From an optimization exercise on the open Yosys and OpenROAD flow, aimed at small area; shortcuts taken in it are not production practice.
Function was checked by simulation only, so behaviour that the tests miss may differ from the original.
No activity file was given, so power comes from the tool's default toggle rates.

main:
// oled_controller
module oled_controller(
    input  clock, reset, d_valid,
    input [6:0] sdin,
    output wire oled_spi_clk, oled_spi_data,
    output reg oled_dc_n, txDone,
    output wire oled_vdd, oled_vbat, oled_reset_n
);
localparam  IDLE = 5'd0, D1 = 5'd1, INIT = 5'd2, D2 = 5'd3, RESET = 5'd4,
            D3 = 5'd5, CHRG_PUMP = 5'd6, CHRG_PUMP1 = 5'd7, PRE_CHRG = 5'd8,
            PRE_CHRG1 = 5'd9, VBAT_ON = 5'd10, D4 = 5'd11, CONTRAST = 5'd12,
            CONTRAST1 = 5'd13, SEG_REMAP = 5'd14, SCAN_DIR = 5'd15,
            COM_PIN = 5'd16, COM_PIN1 = 5'd17, DISPLAY_ON = 5'd18,
            PAGE_ADDR = 5'd19, PAGE_ADDR1 = 5'd20, PAGE_ADDR2 = 5'd21,
            COLUMN_ADDR = 5'd22, DONE = 5'd23, SEND_DATA = 5'd24;
reg [4:0] state;
reg [1:0] currPage;
reg spiLoadData, doneSeen;
reg [7:0] spiData;
wire [7:0] fontData;
wire [7:0] count;
wire [7:0] shiftReg;
wire sdFall;
wire [3:0] phase;
wire spiDone;
wire delayState = (state == D1) | (state == D2) | (state == D3) | (state == D4);
wire delayDone = (count == 8'd78) & (shiftReg == 8'h21) &
                 (((state == D1) | (state == D2)) ? (phase == 4'b0111) :
                  (state == D3) ? (phase == 4'b1011) : (phase == 4'b0110));
wire lfsrWrap = sdFall & (shiftReg == 8'h80);
wire cmdState = ((state >= CHRG_PUMP) & (state <= PRE_CHRG1)) |
                ((state >= CONTRAST) & (state <= COLUMN_ADDR));
wire loadState = cmdState | (state == INIT) | (state == SEND_DATA);
wire byteSent = spiDone & !doneSeen;      
wire spiIdle = doneSeen & !spiDone;       
wire accept = (state == DONE) & d_valid & !txDone;
assign oled_vdd = (state == IDLE);
assign oled_vbat = (state <= VBAT_ON);
assign oled_reset_n = !((state == D2) | (state == RESET));
always @(*) begin
    case(state)
        INIT:        spiData = 8'hAE;
        CHRG_PUMP:   spiData = 8'h8D;
  ...
==> flow/config.mk <==
export PLATFORM = sky130hd
export DESIGN_NAME = oled_controller
export DESIGN_NICKNAME = oled_controller
export VERILOG_FILES = /design/flow/design.v
export SDC_FILE = /design/flow/constraint.sdc
export NUM_CORES = 4
export LEC_CHECK = 0
export ABC_AREA = 1
export CAP_MARGIN = 20
export CORE_MARGIN = 2
export CORE_UTILIZATION = 30
export GPL_TIMING_DRIVEN = 0
export PLACE_DENSITY = 0.45
export SLEW_MARGIN = 20
export SYNTH_MEMORY_MAX_BITS = 16384
==> flow/constraint.sdc <==
create_clock -name core_clock -period 10.0 [get_ports {clock}]
set_input_delay 2.0000 -clock core_clock [delete_from_list [all_inputs] [get_ports {clock}]]
set_output_delay 2.0000 -clock core_clock [all_outputs]
set_load 0.01 [all_outputs]
standard.sh (not shown) runs the stock make flow with config.mk's settings and CLKGATE_MAP_FILE= SYNTH_SCRIPT=/design/flow/synth_recipe.tcl, a recipe that flattens the netlist after the stock synthesis.
==> flow/flow/run.sh <==
#!/bin/bash
# Standard synthesis, then the combinational logic re-mapped for area with a
# few ABC scripts (the flip-flops are kept as the standard synthesis made
# them); each result is proven equal to the standard netlist and the smallest
# is laid out with the standard layout.
set -euo pipefail
R=orfs/results/$FLOW_PLATFORM/oled_controller/base
YOSYS=$(command -v yosys || echo "$FLOW_HOME/../tools/install/yosys/bin/yosys")
bash standard.sh synth > synth.log 2>&1
cp "$R/1_2_yosys.v" std_netlist.v
export REMAP_LIB="$FLOW_HOME/platforms/$FLOW_PLATFORM/lib/sky130_fd_sc_hd__tt_025C_1v80.lib"
export REMAP_IN=std_netlist.v
remap() {
  local n=$1
  if REMAP_OUT=remap_$n.v REMAP_ABC=flow/cand$n.abc "$YOSYS" -c flow/remap.tcl > remap_$n.log 2>&1 &&
     REMAP_OUT=remap_$n.v "$YOSYS" -c flow/equiv.tcl > equiv_$n.log 2>&1; then
    awk '/Chip area/ {print $NF}' remap_$n.v.stat > area_$n.txt
  fi
}
for n in 1 2 3 4; do remap $n & done
wait
best=""; best_area=""
for n in 1 2 3 4; do
  if [[ -s area_$n.txt ]]; then
    a=$(cat area_$n.txt)
    echo "candidate $n: $a"
    if [[ -z "$best" ]] || awk -v a="$a" -v b="$best_area" 'BEGIN {exit !(a < b)}'; then
      best=$n; best_area=$a
    fi
  else
    echo "candidate $n: failed"
  fi
done
if [[ -n "$best" ]]; then
  echo "using candidate $best ($best_area)"
  cp remap_$best.v "$R/1_2_yosys.v"
  rm -f "$R/1_synth.odb" "$R/1_synth.sdc"
else
  echo "re-mapping failed; using the standard netlist"
fi
# extra ORFS settings for the layout, one NAME=value per line
KNOBS=()
if [[ -f flow/knobs.txt ]]; then
  while IFS= read -r line; do
    [[ -z "$line" || "$line" == \#* ]] || KNOBS+=("$line")
  done < flow/knobs.txt
fi
bash standard.sh "${KNOBS[@]}" finish > layout.log 2>&1
==> flow/flow/cand1.abc <==
strash
&get -n
&deepsyn -T 400 -S 1
&put
dch -f
amap -F 2000 -A 5
mfs2 -a
strash
dch -f
amap -F 2000 -A 5
==> flow/flow/cand2.abc <==
strash
&get -n
&deepsyn -T 400 -S 2
&put
dch -f
amap -F 2000 -A 5
mfs2 -a
strash
dch -f
amap -F 2000 -A 5
==> flow/flow/cand3.abc <==
strash
dch -f
amap -F 2000 -A 5
mfs2 -a
strash
dch -f
amap -F 2000 -A 5
==> flow/flow/cand4.abc <==
strash
&get -n
&deepsyn -T 400 -S 3
&put
dch -f
map -a
mfs2 -a
strash
dch -f
map -a
mfs2 -a
strash
dch -f
map -a
==> flow/flow/equiv.tcl <==
# Prove the re-mapped netlist equal to the standard one: the flip-flops are
# the same instances, so the logic between them must compute the same.
yosys -import
set lib $::env(REMAP_LIB)
read_liberty -ignore_miss_func $lib
read_verilog $::env(REMAP_IN)
yosys rename $::env(FLOW_TOP) gold
read_verilog $::env(REMAP_OUT)
yosys rename $::env(FLOW_TOP) gate
foreach m [list sky130_fd_sc_hd__dfxtp_1 sky130_fd_sc_hd__edfxtp_1 sky130_fd_sc_hd__dfrtp_1 sky130_fd_sc_hd__dfstp_1 sky130_fd_sc_hd__dfxbp_1 sky130_fd_sc_hd__dfrbp_1 sky130_fd_sc_hd__dfbbp_1 sky130_fd_sc_hd__sdfxtp_1] {
  catch { setattr -mod -set keep_hierarchy 1 $m }
}
flatten gold gate
opt_clean
# internal nets get private names so that only ports and register outputs pair up
yosys rename -hide gate/w:*.* gate/w:_*_ gold/w:*.* gold/w:_*_
equiv_make gold gate equiv
hierarchy -top equiv
equiv_simple
equiv_status -assert
==> flow/flow/remap.tcl <==
# Re-map the combinational logic of the standard synthesis netlist for area.
# Flip-flops (and their instance names and cell types) are kept as they are.
yosys -import
set lib $::env(REMAP_LIB)
read_liberty -ignore_miss_func $lib
read_verilog $::env(REMAP_IN)
hierarchy -top $::env(FLOW_TOP)
foreach m [list sky130_fd_sc_hd__dfxtp_1 sky130_fd_sc_hd__edfxtp_1 sky130_fd_sc_hd__dfrtp_1 sky130_fd_sc_hd__dfstp_1 sky130_fd_sc_hd__dfxbp_1 sky130_fd_sc_hd__dfrbp_1 sky130_fd_sc_hd__dfbbp_1 sky130_fd_sc_hd__sdfxtp_1 sky130_fd_sc_hd__conb_1] {
  catch { setattr -mod -set keep_hierarchy 1 $m }
}
flatten
opt_clean -purge
abc -script $::env(REMAP_ABC) -liberty $lib -dont_use sky130_fd_sc_hd__lpflow_bleeder_1 -dont_use sky130_fd_sc_hd__lpflow_clkbufkapwr_1 -dont_use sky130_fd_sc_hd__lpflow_clkbufkapwr_16 -dont_use sky130_fd_sc_hd__lpflow_clkbufkapwr_2 -dont_use sky130_fd_sc_hd__lpflow_clkbufkapwr_4 -dont_use sky130_fd_sc_hd__lpflow_clkbufkapwr_8 -dont_use sky130_fd_sc_hd__lpflow_clkinvkapwr_1 -dont_use sky130_fd_sc_hd__lpflow_clkinvkapwr_16 -dont_use sky130_fd_sc_hd__lpflow_clkinvkapwr_2 -dont_use sky130_fd_sc_hd__lpflow_clkinvkapwr_4 -dont_use sky130_fd_sc_hd__lpflow_clkinvkapwr_8 -dont_use sky130_fd_sc_hd__lpflow_decapkapwr_12 -dont_use sky130_fd_sc_hd__lpflow_decapkapwr_3 -dont_use sky130_fd_sc_hd__lpflow_decapkapwr_4 -dont_use sky130_fd_sc_hd__lpflow_decapkapwr_6 -dont_use sky130_fd_sc_hd__lpflow_decapkapwr_8 -dont_use sky130_fd_sc_hd__lpflow_inputiso0n_1 -dont_use sky130_fd_sc_hd__lpflow_inputiso0p_1 -dont_use sky130_fd_sc_hd__lpflow_inputiso1n_1 -dont_use sky130_fd_sc_hd__lpflow_inputiso1p_1 -dont_use sky130_fd_sc_hd__lpflow_inputisolatch_1 -dont_use sky130_fd_sc_hd__lpflow_isobufsrc_1 -dont_use sky130_fd_sc_hd__lpflow_isobufsrc_16 -dont_use sky130_fd_sc_hd__lpflow_isobufsrc_2 -dont_use sky130_fd_sc_hd__lpflow_isobufsrc_4 -dont_use sky130_fd_sc_hd__lpflow_isobufsrc_8 -dont_use sky130_fd_sc_hd__lpflow_isobufsrckapwr_16 -dont_use sky130_fd_sc_hd__lpflow_lsbuf_lh_hl_isowell_tap_1 -dont_use sky130_fd_sc_hd__lpflow_lsbuf_lh_hl_isowell_tap_2 -dont_use sky130_fd_sc_hd__lpflow_lsbuf_lh_hl_isowell_tap_4 -dont_use sky130_fd_sc_hd__lpflow_lsbuf_lh_isowell_4 -dont_use sky130_fd_sc_hd__lpflow_lsbuf_lh_isowell_tap_1 -dont_use sky130_fd_sc_hd__lpflow_lsbuf_lh_isowell_tap_2 -dont_use sky130_fd_sc_hd__lpflow_lsbuf_lh_isowell_tap_4 -dont_use sky130_fd_sc_hd__probe_p_8 -dont_use sky130_fd_sc_hd__probec_p_8 
splitnets
opt_clean -purge
hilomap -singleton -hicell sky130_fd_sc_hd__conb_1 HI -locell sky130_fd_sc_hd__conb_1 LO
insbuf -buf sky130_fd_sc_hd__buf_4 A X
select $::env(FLOW_TOP)
tee -o $::env(REMAP_OUT).stat stat -liberty $lib
write_verilog -noattr -noexpr -nohex -nodec -selected $::env(REMAP_OUT)
Other scripts of this flow, unchanged in this note and not shown: flow/flow/knobs.txt
In summary, main completed successfully, with a layout that passed the timing, design-rule and antenna checks.
### main -> the feature branch
==> flow/flow/run.sh <==
#!/bin/bash
# Standard synthesis, then the combinational logic re-mapped for area (the
# flip-flops are kept as the standard synthesis made them), proven equal to
# the standard netlist, then the standard layout from that netlist.
set -euo pipefail
R=orfs/results/$FLOW_PLATFORM/oled_controller/base
YOSYS=$(command -v yosys || echo "$FLOW_HOME/../tools/install/yosys/bin/yosys")
bash standard.sh synth > synth.log 2>&1
cp "$R/1_2_yosys.v" std_netlist.v
export REMAP_LIB="$FLOW_HOME/platforms/$FLOW_PLATFORM/lib/sky130_fd_sc_hd__tt_025C_1v80.lib"
export REMAP_IN=std_netlist.v REMAP_OUT=remap_netlist.v REMAP_ABC=flow/remap.abc
if "$YOSYS" -c flow/remap.tcl > remap.log 2>&1 && "$YOSYS" -c flow/equiv.tcl > equiv.log 2>&1; then
  cp remap_netlist.v "$R/1_2_yosys.v"
  rm -f "$R/1_synth.odb" "$R/1_synth.sdc"
  echo "using the re-mapped netlist"
else
  echo "re-mapping failed; using the standard netlist"
fi
# extra ORFS settings for the layout, one NAME=value per line
KNOBS=()
if [[ -f flow/knobs.txt ]]; then
  while IFS= read -r line; do
    [[ -z "$line" || "$line" == \#* ]] || KNOBS+=("$line")
  done < flow/knobs.txt
fi
bash standard.sh "${KNOBS[@]}" finish > layout.log 2>&1
==> flow/flow/remap.abc (new file) <==
strash
&get -n
&deepsyn -T 400 -S 1
&put
dch -f
map -a
mfs2 -a
strash
dch -f
map -a
mfs2 -a
strash
dch -f
map -a
removed: flow/flow/cand1.abc
removed: flow/flow/cand2.abc
removed: flow/flow/cand3.abc
removed: flow/flow/cand4.abc
Findings:
Compared with main, the feature branch shows a number of antenna violations at the first check in global routing that is 1 higher. The feature branch vs. main: logic gate share of total power now sits lower, die area now sits higher. main | status: complete | timing, DRC, antenna: pass. Per the final summary, the feature branch finished and its layout is clean on timing, DRC and antenna. Number of resized instances in the post-cts repair step essentially unchanged between the feature branch and main. The feature branch ended up with a lower critical path depth than main did. Taking main as the reference, in the feature branch number of vias in the routed layout now larger; minimum period implied by the final worst setup slack now smaller.

-- afterwards: timing with drivers on the ports --
Ports are ideal in the flow. The routed layouts listed here were re-timed in OpenROAD. Step 1 (the two cells are an assumption about what drives the block):
set clk [get_ports {clock}]
set_driving_cell -lib_cell sky130_fd_sc_hd__clkbuf_16 $clk
set_driving_cell -lib_cell sky130_fd_sc_hd__buf_2 [delete_from_list [all_inputs] $clk]
Step 2 also shifts input and output timing later by t, the mid clock arrival at the registers, as if the neighbouring blocks saw the same clock. Slacks: no drivers / after step 1 / after step 2; pairs: no drivers / after step 1.
run	t, ns	slack for setup (ns)	hold slack, ns	worst register clock-pin slew, ns	pins driven straight from the clock port
main	0.329	1.436 / 1.430 / 1.102	0.456 / 0.456 / 0.456	0.07 / 0.07	1
the feature branch	0.322	2.332 / 2.337 / 2.015	0.452 / 0.452 / 0.452	0.07 / 0.07	1
After both steps setup and hold are still met in every run listed. For main, which loses most, drivers alone change the setup slack by -0.006 ns; drivers and shift together by -0.334 ns.
